This is an optimization exercise on Yosys and OpenROAD, whose aim is small area, not a production implementation. In this exercise RTL edits were held to simulation tests only and were not proved equivalent to the original.

### design.v
`timescale 1ns / 1ps
module Mul16(
input [15:0] a,
input [15:0] b,
output [15:0] p
);
assign p = a * b;
endmodule
module Div16(
input [15:0] a,
input [15:0] b,
output [15:0] q
);
assign q = (b == 16'd0) ? 16'hFFFF : (a / b);
endmodule
`timescale 1ns / 1ps
module Datapath(
input clk,
input reset,
output [15:0] PC_F,
output [15:0] PC_D,
output [15:0] PC_Alu,
output [3:0] rd,
output [15:0] ALU_Result,Mem_Output,Data_Write,
input [18:0] imem_data,
input [15:0] dmem_rdata,
output [7:0] dmem_addr,
output [15:0] dmem_wdata,
output [1:0] dmem_be,
output dmem_re
);
localparam [18:0] BUBBLE = 19'h0000A;    
reg [15:0] pcf;                  
reg [18:0] ir_d;                 
reg        dv;                   
reg [18:0] ir_e;                 
reg        xv;                   
reg [15:0] res_m;                
reg [7:0]  addr_m;
reg [3:0]  rd_m;
reg        we_m, ld_m, st_m;
reg [1:0]  var_m;
reg [15:0] wd_w;                 
reg [3:0]  rd_w;
reg        w0_w;                 
reg [15:0] r0;
wire [15:0] pcm3 = pcf - 16'd3;
wire [15:0] pcm6 = pcm3 - 16'd3;
wire [2:0] op_d = ir_d[18:16];
wire [3:0] fn_d = ir_d[3:0];
wire re1_d = (op_d == 3'd0 && !(fn_d == 4'd10 || fn_d == 4'd11 || fn_d == 4'd12)) ||
             (op_d == 3'd1 && ir_d[0]) || op_d == 3'd2 || op_d == 3'd3 || op_d == 3'd5;
wire re2_d = (op_d == 3'd0 && !(fn_d == 4'd4 || fn_d == 4'd5 || fn_d == 4'd9)) ||
             op_d == 3'd2 || op_d == 3'd3 || op_d == 3'd5;
wire [2:0] op_e  = ir_e[18:16];
wire [3:0] fn_e  = ir_e[3:0];
wire [3:0] rs2_e = ir_e[15:12];
wire [3:0] rs1_e = ir_e[11:8];
wire [3:0] rdx_e = ir_e[7:4];
wire r_e    = (op_e == 3'd0);
wire ld_e   = (op_e == 3'd1) && !ir_e[0];
wire st_e   = (op_e == 3'd1) && ir_e[0];
wire beq_e  = (op_e == 3'd2);
wire bne_e  = (op_e == 3'd3);
wire j_e    = (op_e == 3'd4);
wire call_e = j_e && (ir_e[1:0] == 2'b01);
wire ret_e  = j_e && (ir_e[1:0] == 2'b10);
wire re1_e = (r_e && !(fn_e == 4'd10 || fn_e == 4'd11 || fn_e == 4'd12)) ||
             st_e || beq_e || bne_e || op_e == 3'd5;
wire re2_e = (r_e && !(fn_e == 4'd4 || fn_e == 4'd5 || fn_e == 4'd9)) ||
             beq_e || bne_e || op_e == 3'd5;
wire stall = ld_e && ((re1_d && ir_d[11:8] == rdx_e) || (re2_d && ir_d[15:12] == rdx_e));
wire taken;
wire [15:0] target;
wire [255:0] rf;                 
wire [15:0] wbv;                 
assign rf[15:0] = 16'd0;
genvar k;
generate
for (k = 1; k < 16; k = k + 1) begin : g_rf
    reg [15:0] q;
    reg        v;                
    always @(posedge clk)
        if (we_m && rd_m == k)
            q <= wbv;
    always @(posedge clk or posedge reset)
        if (reset)
            v <= 1'b0;
        else if (we_m && rd_m == k)
            v <= 1'b1;
    assign rf[16*k +: 16] = v ? q : k;
end
endgenerate
always @(posedge clk or posedge reset)
    if (reset)
        r0 <= 16'd0;
    else if (w0_w)
        r0 <= wd_w;
wire [15:0] sel1 = 16'd1 << rs1_e;
wire [15:0] sel2 = 16'd1 << rs2_e;
reg  [15:0] rd1, rd2;
integer ri;
always @(*) begin
    rd1 = {16{sel1[0]}} & r0;
    rd2 = {16{sel2[0]}} & r0;
    for (ri = 1; ri < 16; ri = ri + 1) begin
        rd1 = rd1 | ({16{sel1[ri]}} & rf[16*ri +: 16]);
        rd2 = rd2 | ({16{sel2[ri]}} & rf[16*ri +: 16]);
    end
end
wire fm1 = we_m && (rd_m == rs1_e) && (rs1_e != 4'd0);
wire fm2 = we_m && (rd_m == rs2_e) && (rs2_e != 4'd0);
wire [15:0] a = re1_e ? (fm1 ? res_m : rd1) : 16'd0;
wire [15:0] b = re2_e ? (fm2 ? res_m : rd2) : 16'd0;
wire sub = (fn_e == 4'd1) || (fn_e == 4'd5);
wire cin = (fn_e == 4'd1) || (fn_e == 4'd4);
wire [15:0] sum = a + (sub ? ~b : b) + {15'd0, cin};
wire [15:0] prod, quot;
wire [15:0] axb = a ^ b;      
Mul16 MU(a, b, prod);
Div16 DU(a, b, quot);
reg [15:0] rres;
always @(*)
    case (fn_e)
    4'd0, 4'd1, 4'd4, 4'd5: rres = sum;
    4'd2:  rres = prod;
    4'd3:  rres = quot;
    4'd6:  rres = a & b;
    4'd7:  rres = a | b;
    4'd8:  rres = axb;
    4'd9:  rres = ~a;
    4'd11: rres = {b[7:6],b[3:2],b[9:8],b[13:12],b[1:0],b[15:14],b[5:4],b[11:10]};
    4'd12: rres = {b[5:4],b[9:8],b[1:0],b[11:10],b[15:14],b[3:2],b[13:12],b[7:6]};
    default: rres = 16'd0;
    endcase
wire [15:0] result = r_e ? rres : (call_e ? pcm3 : 16'd0);
wire eq = ~|axb;
assign taken = (beq_e && eq) || (bne_e && !eq) || j_e;
reg  [3:0]  sp;
reg         emp, ful;
wire [255:0] sk;                 
assign sk[15:0] = 16'd0;
wire push = call_e && !ful;
wire pop  = ret_e && !emp;
wire [3:0] tp = sp + 4'd1;
wire [15:0] selt = pop ? (16'd1 << tp) : 16'd0;     
reg  [15:0] sout;
integer si;
always @(*) begin
    sout = 16'd0;
    for (si = 1; si < 16; si = si + 1)
        sout = sout | ({16{selt[si]}} & sk[16*si +: 16]);
end
always @(posedge clk or posedge reset)
    if (reset) begin
        sp <= 4'd15; emp <= 1'b1; ful <= 1'b0;
    end else if (push) begin
        sp <= sp - 4'd1; emp <= 1'b0; ful <= (sp == 4'd0);
    end else if (pop) begin
        sp <= sp + 4'd1; emp <= (sp == 4'd0); ful <= 1'b0;
    end
generate
for (k = 1; k < 16; k = k + 1) begin : g_sk
    reg [15:0] q;
    always @(posedge clk)
        if (push && sp == k)
            q <= pcm3;
    if (k == 1) begin : g_v
        reg v;
        always @(posedge clk or posedge reset)
            if (reset)
                v <= 1'b0;
            else if (push && sp == k)
                v <= 1'b1;
        assign sk[16*k +: 16] = v ? q : 16'd0;
    end else begin : g_nv
        assign sk[16*k +: 16] = q;
    end
end
endgenerate
assign target = ret_e ? sout : (j_e ? {2'b00, ir_e[15:2]} : {8'd0, ir_e[7:0]});
always @(posedge clk or posedge reset)
    if (reset) begin
        pcf <= 16'd0;
        ir_d <= 19'd0; dv <= 1'b0;
        ir_e <= 19'd0; xv <= 1'b0;
    end else begin
        if (!stall)
            pcf <= taken ? target : pcf + 16'd3;
        if (taken) begin
            ir_d <= 19'd0; dv <= 1'b0;
        end else if (!stall) begin
            ir_d <= imem_data; dv <= 1'b1;
        end
        if (taken || stall) begin
            ir_e <= BUBBLE; xv <= 1'b0;
        end else begin
            ir_e <= ir_d; xv <= dv;
        end
    end
always @(posedge clk or posedge reset)
    if (reset) begin
        rd_m <= 4'd0; we_m <= 1'b0; ld_m <= 1'b0; st_m <= 1'b0;
        wd_w <= 16'd0; rd_w <= 4'd0; w0_w <= 1'b0;
    end else begin
        rd_m <= rdx_e; we_m <= r_e || ld_e; ld_m <= ld_e; st_m <= st_e;
        wd_w <= we_m ? wbv : 16'd0; rd_w <= rd_m; w0_w <= we_m && (rd_m == 4'd0);
    end
always @(posedge clk) begin
    res_m  <= st_e ? a : result;
    addr_m <= st_e ? {ir_e[15:12], ir_e[7:4]} : ir_e[15:8];
    var_m  <= ir_e[2:1];
end
reg [15:0] mout;
always @(*)
    if (!ld_m)
        mout = 16'd0;
    else
        case (var_m)
        2'b00: mout = {8'd0, dmem_rdata[7:0]};
        2'b01: mout = {{8{dmem_rdata[7]}}, dmem_rdata[7:0]};
        2'b10: mout = dmem_rdata;
        default: mout = 16'd0;
        endcase
assign wbv = ld_m ? mout : res_m;
assign PC_F = pcf;
assign PC_D = dv ? pcm3 : 16'd0;
assign PC_Alu = xv ? pcm6 : 16'd0;
assign rd = rd_w;
assign ALU_Result = result;
assign Mem_Output = mout;
assign Data_Write = wd_w;
assign dmem_addr = addr_m;
assign dmem_wdata = res_m;
assign dmem_be = st_m ? ((var_m == 2'b00) ? 2'b01 : (var_m == 2'b10) ? 2'b11 : 2'b00) : 2'b00;
assign dmem_re = ld_m;
endmodule
### flow/run.sh
#!/bin/bash
# The standard layout (the standard.sh, standard synthesis unchanged) with two
# changes to how it is made:
#  * port buffers use the smallest buffer, sky130_fd_sc_hd__buf_1, instead of the
#    resizer's default choice (every input and output port still gets a buffer);
#  * clock tree synthesis inserts no dummy loads and uses clkbuf_8 below a clkbuf_16 root.
# make's full output goes to flow_make.log in this folder; the ORFS step logs are
# under orfs/logs/.
set -euo pipefail
bash standard.sh \
  "BUFFER_PORTS_ARGS=-buffer_cell sky130_fd_sc_hd__buf_1" \
  "CTS_ARGS=-sink_clustering_enable -repair_clock_nets -dont_use_dummy_load -buf_list sky130_fd_sc_hd__clkbuf_8 -root_buf sky130_fd_sc_hd__clkbuf_16" \
  finish > flow_make.log 2>&1
### standard.sh
#!/bin/bash
# synth_recipe.tcl (not shown) runs the flow's synth.tcl, then flattens the netlist and writes it again
# the make line also repeats each setting of config.mk as NAME=value (left out here)
make -C /OpenROAD-flow-scripts/flow DESIGN_CONFIG=/design/flow/config.mk WORK_HOME=/design/flow/orfs CLKGATE_MAP_FILE= SYNTH_SCRIPT=/design/flow/synth_recipe.tcl "${@:-finish}"
### config.mk
export PLATFORM = sky130hd
export DESIGN_NAME = Datapath
export DESIGN_NICKNAME = Datapath
export VERILOG_FILES = /design/flow/design.v
export SDC_FILE = /design/flow/constraint.sdc
export NUM_CORES = 4
export LEC_CHECK = 0
export CAP_MARGIN = 20
export CORE_MARGIN = 2
export CORE_UTILIZATION = 60
export SLEW_MARGIN = 20
### constraint.sdc
create_clock -name core_clock -period 55.0 [get_ports {clk}]
set_input_delay 11.0000 -clock core_clock [delete_from_list [all_inputs] [get_ports {clk}]]
set_output_delay 11.0000 -clock core_clock [all_outputs]
set_load 0.01 [all_outputs]
==> flow_metrics.env, run 1 <==
export IMPL_worstPathRequired_ps=44000
export IMPL_nNetsFinal=4574
export IMPL_ys_async_sr_fraction_pct=19.4
export IMPL_drtAntennaViolNets=0
export IMPL_cpMaxStageDelayCell="o311ai_0"
export IMPL_yosysTopAreaCell="edfxtp_1"
export IMPL_synth_commonest_cells="480 x edfxtp_1, 365 x nand3_1, 254 x nand2_1"
export IMPL_synth_area_mm2=0.0412
export IMPL_cts_hold_buf=0
export IMPL_cts_buffer_depth=3
export IMPL_die_w_um=266
export IMPL_rows=96
export IMPL_grt_max_degree=64
export IMPL_ys_seq_area_share_pct=43.7
export IMPL_synth_edff_count=480
export IMPL_tritoncts="built"
export IMPL_gp_congestion=1.03
export IMPL_clk_pin_slew_ps=60
export IMPL_tightestPinTransition_ps=1220
export IMPL_syn_nets=4438
export IMPL_end_kind="output port"
export IMPL_cp_arrival_ps=39940
export IMPL_io_pins=164
export IMPL_final_util_pct=65.2
export IMPL_finalSetupViolCount=0
export IMPL_antenna_found_initial=2
export IMPL_grt_setup_unrepaired="false"
export IMPL_antennaDiodeCount=0
export IMPL_drc_errors=0
export IMPL_avgViaCountPerCell=7.39
export IMPL_grt_pass1_wl_um=237000
export IMPL_min_path_type="reg -> reg"
export IMPL_clock_skew_ps=116
export IMPL_cts_buffers=100
export IMPL_syn_to_final_growth_pct=8.03
export IMPL_grt_usage_pct=45.6
export IMPL_min_path_cells=1
export IMPL_reg2reg_depth=151
export IMPL_synthCells=4075
export IMPL_io_buffers=163
export IMPL_gr_usage_met2_pct=67.9
export IMPL_h_tree_depth=3
export IMPL_cts_root_buffer="clkbuf_16"
export IMPL_yosysMostFrequentCell="edfxtp_1"
export IMPL_critical_path_startpoint_type="flip-flop"
export IMPL_synth_avg_cell_area_um2=10.1
export IMPL_dieHeight_um=266
export IMPL_pre_cts_ws_ps=5940
export IMPL_top_usage_layer="met2"
export IMPL_grtUsageMet1_pct=58.3
export IMPL_clk_latency_ps=650
export IMPL_final_seq_area_mm2=0.0180
export IMPL_post_cts_setup_buffer_count=0
export IMPL_n_fill_cell=5372
export IMPL_ys_flop_type="edfxtp_1"
export IMPL_status="timing/DRC/antenna clean"
export IMPL_wl_per_cell_um=32.1
export IMPL_cts_resized=0
export IMPL_final_hold_violation_count=0
export IMPL_cts_sinks=628
export IMPL_fin_ws_ps=4060
export IMPL_vias=37600
export IMPL_start_util_pct=60.4
export IMPL_slew_violations=0
export IMPL_grtUsageMet3_pct=14.0
export IMPL_slowest_delay_ps=950
export IMPL_min_period_ps=50940
export IMPL_synth_distinct_cells=108
export IMPL_synth_seq_cells=628
export IMPL_fin_crit_sh_pct=92.6
export IMPL_dp_hpwl_um=113000
export IMPL_fmax_ghz=0.0196
export IMPL_synth_warnings=1
export IMPL_drt_pass1_iter_count=10
export IMPL_core_area_mm2=0.0682
export IMPL_yosys_top_cells_area="edfxtp_1 35%, ha_1 7.4%, dfrtp_1 7.1%, nand3_1 4.4%, fa_1 4.0%"
export IMPL_dieArea_mm2=0.0708
export IMPL_grt_overflow=0
export IMPL_grt_pass1_vias=36800
export IMPL_slew_headroom_pct=18.4
export IMPL_tns_ps=0
export IMPL_crit_top_cell="o21a_1"
export IMPL_drt_wl_total_um=164000
export IMPL_crit_type="reg -> out"
export IMPL_cp_max_fo=29
export IMPL_multiInputGateArea_mm2=0.0214
export IMPL_first_iter_violations=6046
export IMPL_max_cap_violations=0
export IMPL_drive_gt1_share_pct=9.65
export IMPL_yosys_area_top_type_share_pct=35.0
registers in the layout (all words and copies together) (netlist names), 2 cells and up:
register / cells
rd_w: 4
pcf: 16
r0: 16
ir_e: 19
sp: 4
res_m: 16
ir_d: 19
rd_m: 4
wd_w: 16
g_rf.q: 240
g_rf.v: 15
g_sk.q: 240
var_m: 2
addr_m: 8
kinds of logic (layout without fill, tap and decap cells):
kind of cell | count (synthesis) | count (layout) | share of synthesized area [%]
and+or+nand+nor | 1504 | 1504 | 19.2
AOI/OAI and AO/OA | 926 | 926 | 16.3
DFF | 628 | 628 | 43.7
buffers and inverters | 488 | 622 | 4.73
adders and majority gates | 326 | 326 | 11.4
xor gates and xnor gates | 145 | 145 | 3.08
muxes | 58 | 58 | 1.59
per-stage QoR:
step,area [um^2],hold WS [ps],std cells
floorplan,41200,342,4075
global placement,43000,458,4989
detailed placement,43000,485,4990
CTS,44500,500,5090
global route,44500,519,5091
finish,44500,499,5091
final cells by class:
| type | instances | share of cell area [%] |
|---|---|---|
| multi-input cells | 2959 | 48.2 |
| flip-flops and latches | 628 | 40.4 |
| repair buffers | 293 | 3.62 |
| clock buffers | 100 | 3.32 |
| well taps | 882 | 2.48 |
| inverters | 229 | 1.94 |
cells in the final DEF, fill, tap and decap left out, types with 24 or more instances in the layout:
cell,count
a22oi_1,90
buf_4,128
nor2_1,223
mux2_2,47
or2_2,26
a221oi_1,42
o21ai_0,140
nand4_1,108
a22o_1,24
xnor2_1,99
nand2b_1,51
fa_1,82
a21o_1,57
clkbuf_8,91
a211oi_1,43
dfrtp_1,117
and2_1,89
and3_1,95
xor2_1,46
edfxtp_1,480
o21a_1,63
dfxtp_1,26
a32oi_1,29
nor2b_1,41
buf_1,163
nand3_1,363
or3_1,28
a21oi_1,141
nor4_1,28
nor3_1,94
a31oi_1,30
ha_1,244
nand2_1,254
inv_1,217
metal layers:
metal | wire length [um] | share of wire, %
met3 | 23800 | 15
met1 | 57600 | 35
met4 | 12300 | 7.6
met2 | 69700 | 43
met5 | 34 | 0.021
critical path, delay by kind of cell (launching register included):
family | cells | cell delay [ps]
AOI/OAI and AO/OA | 92 | 23070
adders and majority gates | 15 | 4570
buffers and inverters | 10 | 1640
DFF | 1 | 350
muxes | 4 | 1430
and+or+nand+nor | 29 | 8060
path summary, 6_finish.rpt:
check                         start            end  slack, ps
min reg2reg                 ir_d[5]        ir_e[5]        500
max                        ir_e[15]  ALU_Result[0]       4060
min                         ir_d[5]        ir_e[5]        500
min in group asynchronous     reset        ir_e[7]      10430
max in group asynchronous     reset         pcf[0]      43180
max reg2reg                ir_e[15]       res_m[0]      15480
==> run 2: changes to the inputs <==
--- a/design.v
+++ b/design.v
@@ -96,18 +96,22 @@
         r0 <= 16'd0;
     else if (w0_w)
         r0 <= wd_w;
+wire [3:0]  rs2_d = ir_d[15:12];
 wire [15:0] sel1 = 16'd1 << rs1_e;
-wire [15:0] sel2 = 16'd1 << rs2_e;
-reg  [15:0] rd1, rd2;
+wire [15:0] sel2 = 16'd1 << rs2_d;
+reg  [15:0] rd1, rd2_rf, rd2;
 integer ri;
 always @(*) begin
     rd1 = {16{sel1[0]}} & r0;
-    rd2 = {16{sel2[0]}} & r0;
+    rd2_rf = {16{sel2[0]}} & (w0_w ? wd_w : r0);
     for (ri = 1; ri < 16; ri = ri + 1) begin
         rd1 = rd1 | ({16{sel1[ri]}} & rf[16*ri +: 16]);
-        rd2 = rd2 | ({16{sel2[ri]}} & rf[16*ri +: 16]);
-    end
-end
+        rd2_rf = rd2_rf | ({16{sel2[ri]}} & rf[16*ri +: 16]);
+    end
+end
+wire bm2 = we_m && (rd_m == rs2_d) && (rs2_d != 4'd0);
+always @(posedge clk)
+    rd2 <= bm2 ? wbv : rd2_rf;
 wire fm1 = we_m && (rd_m == rs1_e) && (rs1_e != 4'd0);
 wire fm2 = we_m && (rd_m == rs2_e) && (rs2_e != 4'd0);
 wire [15:0] a = re1_e ? (fm1 ? res_m : rd1) : 16'd0;
@@ -183,7 +187,7 @@
     if (reset) begin
         pcf <= 16'd0;
         ir_d <= 19'd0; dv <= 1'b0;
-        ir_e <= 19'd0; xv <= 1'b0;
+        ir_e <= BUBBLE; xv <= 1'b0;
     end else begin
         if (!stall)
             pcf <= taken ? target : pcf + 16'd3;
==> flow/run.sh (replaced) <==
#!/bin/bash
# The standard layout (the standard.sh, standard synthesis unchanged) with these
# changes to how it is made:
#  * port buffers use the smallest buffer, sky130_fd_sc_hd__buf_1, instead of the
#    resizer's default choice (every input and output port still gets a buffer);
#  * clock tree synthesis inserts no dummy loads and uses clkbuf_8 below a clkbuf_16 root;
#  * global placement is not timing-driven (GPL_TIMING_DRIVEN=0), and the synthesis
#    buffers are removed before it (flow/pre_gpl.tcl, ORFS's PRE_GLOBAL_PLACE hook).
# make's full output goes to flow_make.log in this folder; the ORFS step logs are
# under orfs/logs/.
set -euo pipefail
bash standard.sh \
  "BUFFER_PORTS_ARGS=-buffer_cell sky130_fd_sc_hd__buf_1" \
  "CTS_ARGS=-sink_clustering_enable -repair_clock_nets -dont_use_dummy_load -buf_list sky130_fd_sc_hd__clkbuf_8 -root_buf sky130_fd_sc_hd__clkbuf_16" \
  "GPL_TIMING_DRIVEN=0" \
  "PRE_GLOBAL_PLACE_TCL=$(pwd)/flow/pre_gpl.tcl" \
  finish > flow_make.log 2>&1
==> flow/pre_gpl.tcl (new file) <==
# PRE_GLOBAL_PLACE hook: with timing-driven placement off, remove the synthesis buffers
# before placement (as timing-driven placement does); repair_design re-buffers as needed.
remove_buffers
--- a/config.mk
+++ b/config.mk
@@ -7,5 +7,5 @@
 export LEC_CHECK = 0
 export CAP_MARGIN = 20
 export CORE_MARGIN = 2
-export CORE_UTILIZATION = 60
+export CORE_UTILIZATION = 40
 export SLEW_MARGIN = 20
==> run 2 against run 1 <==
Effect of this change: critical path depth down 12; core utilization down 20 points; clock skew decreased by 75 ps; register-to-register slack gained 380 ps; non-clock buffer count shrank 34; via count fell by 6.9%; global-route usage shrank 16 points; critical path type unchanged.
==> flow_metrics.env, run 2 <==
export IMPL_drtAntennaViolNets=0
export IMPL_tightestPinTransition_ps=1330
export IMPL_grt_max_degree=88
export IMPL_synthCells=3988
export IMPL_syn_to_final_growth_pct=11.2
export IMPL_critical_path_startpoint_type="flip-flop"
export IMPL_synth_edff_count=480
export IMPL_placed_cells=5380
export IMPL_gp_congestion=0.978
export IMPL_gr_usage_met2_pct=44.8
export IMPL_synth_warnings=1
export IMPL_n_fill_cell=9435
export IMPL_cp_arrival_ps=39610
export IMPL_grt_usage_pct=30.1
export IMPL_io_pins=164
export IMPL_clock_skew_ps=41.2
export IMPL_ys_flop_type="edfxtp_1"
export IMPL_cts_sinks=644
export IMPL_start_util_pct=40.4
export IMPL_layout_cells_most_common="edfxtp_1"
export IMPL_yosys_top_cells_area="edfxtp_1 36%, ha_1 7.5%, dfrtp_1 7.1%, nand2_1 4.1%, fa_1 4.0%"
export IMPL_cts_root_buffer="clkbuf_16"
export IMPL_post_cts_setup_buffer_count=0
export IMPL_worstPathRequired_ps=44000
export IMPL_synth_area_mm2=0.0406
export IMPL_tritoncts="built"
export IMPL_min_period_ps=50610
export IMPL_antenna_found_initial=5
export IMPL_max_cap_violations=0
export IMPL_top_usage_layer="met2"
export IMPL_vias=35000
export IMPL_syn_nets=4351
export IMPL_ys_seq_area_share_pct=45.2
export IMPL_grtUsageMet3_pct=8.09
export IMPL_slew_violations=0
export IMPL_grt_pass1_wl_um=228000
export IMPL_dieHeight_um=322
export IMPL_synth_seq_cells=644
export IMPL_cts_buffer_depth=3
export IMPL_slowest_delay_ps=860
export IMPL_nNetsFinal=4486
export IMPL_wl_per_cell_um=29.1
export IMPL_synth_avg_cell_area_um2=10.2
export IMPL_crit_top_cell="o21a_1"
export IMPL_cts_buffers=97
export IMPL_min_path_cells=0
export IMPL_cts_resized=0
export IMPL_final_hold_violation_count=0
export IMPL_crit_type="reg -> out"
export IMPL_die_w_um=322
export IMPL_drt_pass1_iter_count=6
export IMPL_cp_num_buf_inv=8
export IMPL_rows=116
export IMPL_whs_ps=455
export IMPL_r2r_end="res_m[0]"
export IMPL_ys_async_sr_fraction_pct=18.9
export IMPL_io_buffers=163
export IMPL_synth_distinct_cells=105
export IMPL_reg2reg_depth=138
export IMPL_slew_headroom_pct=10.9
export IMPL_status="timing/DRC/antenna clean"
export IMPL_final_cell_mix="480 x edfxtp_1, 442 x nand2_1, 244 x ha_1, 221 x inv_1, 221 x o22ai_1"
export IMPL_core_area_mm2=0.100
export IMPL_cp_max_fo=27
export IMPL_finalSetupViolCount=0
export IMPL_drt_wl_total_um=159000
export IMPL_rr_startpoint="ir_e[3]"
export IMPL_cpMaxStageDelayCell="o41ai_1"
export IMPL_h_tree_depth=3
export IMPL_dieArea_mm2=0.104
export IMPL_min_path_type="reg -> reg"
export IMPL_dp_hpwl_um=111000
export IMPL_grtUsageMet1_pct=40.6
export IMPL_fmax_ghz=0.0198
export IMPL_holdCritStartpoint="ir_e[15]"
export IMPL_yosysTopAreaCell="edfxtp_1"
export IMPL_fin_cells=5483
export IMPL_path_depth=138
export IMPL_r2r_setup_slack_ps=15860
export IMPL_largestRegisters="g_rf.q (240), g_sk.q (240)"
export IMPL_drive_gt1_share_pct=10.8
export IMPL_cp_top_family="compound AO/OA/AOI/OAI gates"
export IMPL_avgViaCountPerCell=6.39
export IMPL_grt_setup_unrepaired="false"
export IMPL_clk_pin_slew_ps=70
export IMPL_yosys_area_top_type_share_pct=35.5
export IMPL_clk_latency_ps=620
export IMPL_first_iter_violations=5163
export IMPL_grt_overflow=0
export IMPL_grt_pass1_vias=33400
export IMPL_synth_commonest_cells="480 x edfxtp_1, 443 x nand2_1, 246 x nor2_1"
export IMPL_hold_end="addr_m[7]"
export IMPL_yosysMostFrequentCell="edfxtp_1"
export IMPL_cts_hold_buf=0
export IMPL_fin_crit_sh_pct=92.0
export IMPL_drc_errors=0
export IMPL_end_kind="output port"
run 2: worst max-delay path by stage:
stage,from,slack [ps],end
floorplan,rd_m[3],13410,ALU_Result[0]
global placement,ir_e[2],-490,ALU_Result[0]
detailed placement,ir_e[3],5620,ALU_Result[0]
CTS,ir_e[3],4870,ALU_Result[0]
global route,ir_e[3],2190,ALU_Result[0]
finish,ir_e[3],4390,ALU_Result[0]
run 2: logic make-up (layout without fill, tap and decap cells):
group / after synthesis / count (layout) / share of synthesized area, %
AND/OR/NAND/NOR: 1310 / 1310 / 15.7
other: 0 / 5 / 0
AO/OA/AOI/OAI: 1000 / 1000 / 17.1
multiplexers: 92 / 92 / 2.49
XOR/XNOR: 161 / 161 / 3.54
adder cells (fa/ha/maj): 326 / 326 / 11.6
flip-flops: 644 / 644 / 45.2
buffers and inverters: 455 / 588 / 4.44
run 2: cell type report:
type / count / area [um^2] / area share, %
timing repair buffer: 259 / 1750 / 3.88
inverter: 232 / 878 / 1.95
antenna: 5 / 12.5 / 0.0277
tap: 1357 / 1700 / 3.76
multi-input combinational: 2889 / 21000 / 46.6
sequential: 644 / 18300 / 40.6
clock buffer: 97 / 1440 / 3.18
run 2: through the flow:
stage	util [%]	cell area, um^2	worst slack [ps]	TNS, ps
CTS	44.9	45100	4870	0
global placement	41.8	41900	-488	-488
global route	45.0	45100	2190	0
detailed placement	43.5	43600	5620	0
finish	45.0	45100	4390	0
floorplan	-	40600	13410	0
run 2: worst register-to-register path: cells and delay by family, from the launching register on:
| family | cells | cell delay [ps] |
|---|---|---|
| compound gates | 80 | 22110 |
| fa+ha+maj | 16 | 5120 |
| buf+inv | 7 | 1320 |
| flops | 1 | 840 |
| mux | 6 | 2220 |
| simple gates | 29 | 7430 |
run 2: metal layers:
metal | vias to the layer above | wire, um
met5 | - | 12
met4 | 2 | 8250
met3 | 564 | 19500
met2 | 2472 | 67900
met1 | 17000 | 63700
li1 | 15000 | -
==> run 3: changes to the inputs <==
==> flow/run.sh (replaced) <==
#!/bin/bash
# The standard layout (the standard.sh, standard synthesis unchanged) with these
# changes to how it is made:
#  * port buffers use the smallest buffer, sky130_fd_sc_hd__buf_1, instead of the
#    resizer's default choice (every input and output port still gets a buffer);
#  * clock tree synthesis inserts no dummy loads and uses clkbuf_8 below a clkbuf_16 root;
#  * after global routing, non-critical gates are downsized (RECOVER_POWER=100), then
#    slew and capacitance are repaired again (flow/post_grt.tcl, run as ORFS's
#    POST_GLOBAL_ROUTE hook).
# make's full output goes to flow_make.log in this folder; the ORFS step logs are
# under orfs/logs/.
set -euo pipefail
bash standard.sh \
  "BUFFER_PORTS_ARGS=-buffer_cell sky130_fd_sc_hd__buf_1" \
  "CTS_ARGS=-sink_clustering_enable -repair_clock_nets -dont_use_dummy_load -buf_list sky130_fd_sc_hd__clkbuf_8 -root_buf sky130_fd_sc_hd__clkbuf_16" \
  "RECOVER_POWER=100" \
  "POST_GLOBAL_ROUTE_TCL=$(pwd)/flow/post_grt.tcl" \
  finish > flow_make.log 2>&1
==> flow/post_grt.tcl (new file) <==
# POST_GLOBAL_ROUTE hook: power recovery (RECOVER_POWER) downsizes gates without
# regard to slew and capacitance limits, so repair those again, legalize, and
# re-route the changed nets incrementally before the guides are written again.
global_route -start_incremental
repair_design -verbose -cap_margin $::env(CAP_MARGIN) -slew_margin $::env(SLEW_MARGIN)
detailed_placement
global_route -end_incremental
estimate_parasitics -global_routing
report_check_types -max_slew -max_capacitance -violators
write_guides $::env(RESULTS_DIR)/route.guide
removed: flow/pre_gpl.tcl
==> run 3 against run 2 <==
Effect of this change: fmax up 5.5%; register-to-register slack better by 2500 ps; synthesized cell count unchanged; first-iteration DRC count down 2.2%; critical path type unchanged.
==> flow_metrics.env, run 3 <==
export IMPL_dp_hpwl_um=112000
export IMPL_synth_seq_cells=644
export IMPL_finalSetupViolCount=0
export IMPL_synth_area_mm2=0.0406
export IMPL_first_iter_violations=5048
export IMPL_yosysTopAreaCell="edfxtp_1"
export IMPL_slowest_delay_ps=900
export IMPL_rows=116
export IMPL_ys_async_sr_fraction_pct=18.9
export IMPL_crit_type="reg -> out"
export IMPL_gp_congestion=1.02
export IMPL_clock_skew_ps=43.6
export IMPL_cp_arrival_ps=36970
export IMPL_n_fill_cell=9553
export IMPL_syn_nets=4351
export IMPL_yosys_area_top_type_share_pct=35.5
export IMPL_worstPathRequired_ps=44000
export IMPL_critical_path_startpoint_type="flip-flop"
export IMPL_synth_distinct_cells=105
export IMPL_pre_cts_ws_ps=8660
export IMPL_drtAntennaViolNets=0
export IMPL_grt_overflow=0
export IMPL_avgViaCountPerCell=6.38
export IMPL_grt_pass1_wl_um=238000
export IMPL_slew_headroom_pct=17.2
export IMPL_die_w_um=322
export IMPL_largestRegisters="g_rf.q (240), g_sk.q (240)"
export IMPL_drive_gt1_share_pct=9.91
export IMPL_tightestPinTransition_ps=1240
export IMPL_gr_usage_met2_pct=47.5
export IMPL_yosysMostFrequentCell="edfxtp_1"
export IMPL_io_buffers=163
export IMPL_min_path_cells=0
export IMPL_grt_pass1_vias=34200
export IMPL_status="timing/DRC/antenna clean"
export IMPL_tritoncts="built"
export IMPL_max_cap_violations=0
export IMPL_whs_ps=450
export IMPL_fin_crit_sh_pct=87.2
export IMPL_dieHeight_um=322
export IMPL_core_area_mm2=0.100
export IMPL_slew_violations=0
export IMPL_h_tree_depth=3
export IMPL_grt_usage_pct=31.6
export IMPL_min_path_type="reg -> reg"
export IMPL_grtUsageMet1_pct=41.1
export IMPL_synth_edff_count=480
export IMPL_antenna_found_initial=8
export IMPL_syn_to_final_growth_pct=10.6
export IMPL_post_cts_setup_buffer_count=0
export IMPL_vias=35300
export IMPL_wl_per_cell_um=30.1
export IMPL_grtUsageMet3_pct=9.62
export IMPL_dieArea_mm2=0.104
export IMPL_reg2reg_depth=139
export IMPL_layout_cells_most_common="edfxtp_1"
export IMPL_crit_top_cell="o21a_1"
export IMPL_nNetsFinal=4551
export IMPL_drc_errors=0
export IMPL_grt_max_degree=64
export IMPL_synth_commonest_cells="480 x edfxtp_1, 443 x nand2_1, 246 x nor2_1"
export IMPL_drt_wl_total_um=167000
export IMPL_final_cell_mix="480 x edfxtp_1, 443 x nand2_1, 244 x ha_1, 237 x nor2_1"
export IMPL_tns_ps=0
export IMPL_ys_seq_area_share_pct=45.2
export IMPL_cts_resized=0
export IMPL_synth_avg_cell_area_um2=10.2
export IMPL_fin_ws_ps=7030
export IMPL_start_util_pct=40.4
export IMPL_end_kind="output port"
export IMPL_final_hold_violation_count=0
export IMPL_synth_warnings=1
export IMPL_final_util_pct=44.7
export IMPL_drt_pass1_iter_count=9
export IMPL_min_period_ps=47970
export IMPL_yosys_top_cells_area="edfxtp_1 36%, ha_1 7.5%, dfrtp_1 7.1%, nand2_1 4.1%, fa_1 4.0%"
export IMPL_cts_buffer_depth=3
export IMPL_fmax_ghz=0.0208
export IMPL_cp_max_fo=27
export IMPL_ys_flop_type="edfxtp_1"
export IMPL_cts_sinks=644
export IMPL_cts_hold_buf=0
export IMPL_clk_pin_slew_ps=60
export IMPL_cpMaxStageDelayCell="o311ai_4"
export IMPL_top_usage_layer="met2"
export IMPL_io_pins=164
export IMPL_synthCells=3988
export IMPL_cts_root_buffer="clkbuf_16"
export IMPL_clk_latency_ps=620
export IMPL_cts_buffers=98
## run 3: cell counts after synthesis
Identical to the previous run, type by type.
## run 3: final timing paths
| kind | from | end | slack, ps |
|---|---|---|---|
| min reg2reg | ir_e[15] | addr_m[7] | 450 |
| max reg2reg | ir_e[0] | res_m[0] | 18370 |
| min in group asynchronous | reset | rd_w[3] | 10260 |
| max in group asynchronous | reset | sp[2] | 43530 |
| min | ir_e[15] | addr_m[7] | 450 |
| max | ir_e[0] | ALU_Result[0] | 7030 |
## run 3: cells by family (layout without fill, tap and decap cells)
group           after synthesis  after routing  synth area share, %
simple gates               1310           1310                 15.7
mux                          92             92                 2.49
flops                       644            644                 45.2
fa+ha+maj                   326            326                 11.6
other cells                   0              1                    0
buf+inv                     455            653                 4.44
xor+xnor                    161            161                 3.54
compound gates             1000           1000                 17.1
## run 3: final cells by class
class                      instances  area [um^2]  area share (%)
timing repair buffer             323         1830            4.08
clock buffer                      98         1450            3.23
antenna                            1         2.50         0.00558
multi-input combinational       2889        20700            46.1
sequential                       644        18300            40.8
inverter                         232          875            1.95
tap                             1357         1700            3.79
## run 3: metrics by stage
stage	cell area [um^2]	std cells
global placement	43300	5430
detailed placement	43300	5430
CTS	44800	5528
finish	44800	5544
floorplan	40600	3988
## run 3: critical path: cells and delay by family, from the launching register on
kind / cells / cell delay, ps
compound gates: 83 / 21010
fa+ha+maj: 16 / 5070
buf+inv: 8 / 1770
flops: 1 / 700
mux: 5 / 1930
simple gates: 27 / 5810
## run 3: layer usage
metal | routed length [um] | up-vias
li1 | - | 15100
met1 | 65400 | 17100
met2 | 71400 | 2440
met3 | 20600 | 651
met4 | 9510 | 12
met5 | 213 | -

-- separate check: timing with driven ports --
In the flow no input, the clock included, has a driving cell. The finished layouts below were timed again as built, in two steps.
Step 1: set_driving_cell puts a clkbuf_16 on clk and a buf_2 on each other input, an assumption about the parent block.
Step 2 times the ports against the registers' clock, not the clock port: input delays grow and output delays shrink by t, the midpoint of the rising clock arrivals with the driver on.
a / b / c = no drivers / after step 1 / after step 2; a / b = the first two.
run | t, ns | slack for setup (ns) | worst hold slack (ns) | worst data-port slew with drivers (ns)
run 1 | 0.673 | 4.057 / 3.983 / 4.656 | 0.499 / 0.499 / 0.499 | 0.06
run 2 | 0.666 | 4.386 / 4.318 / 4.984 | 0.455 / 0.455 / 0.455 | 0.04
run 3 | 0.664 | 7.031 / 6.966 / 7.630 | 0.450 / 0.450 / 0.450 | 0.04
After both steps setup and hold are still met in every run listed.
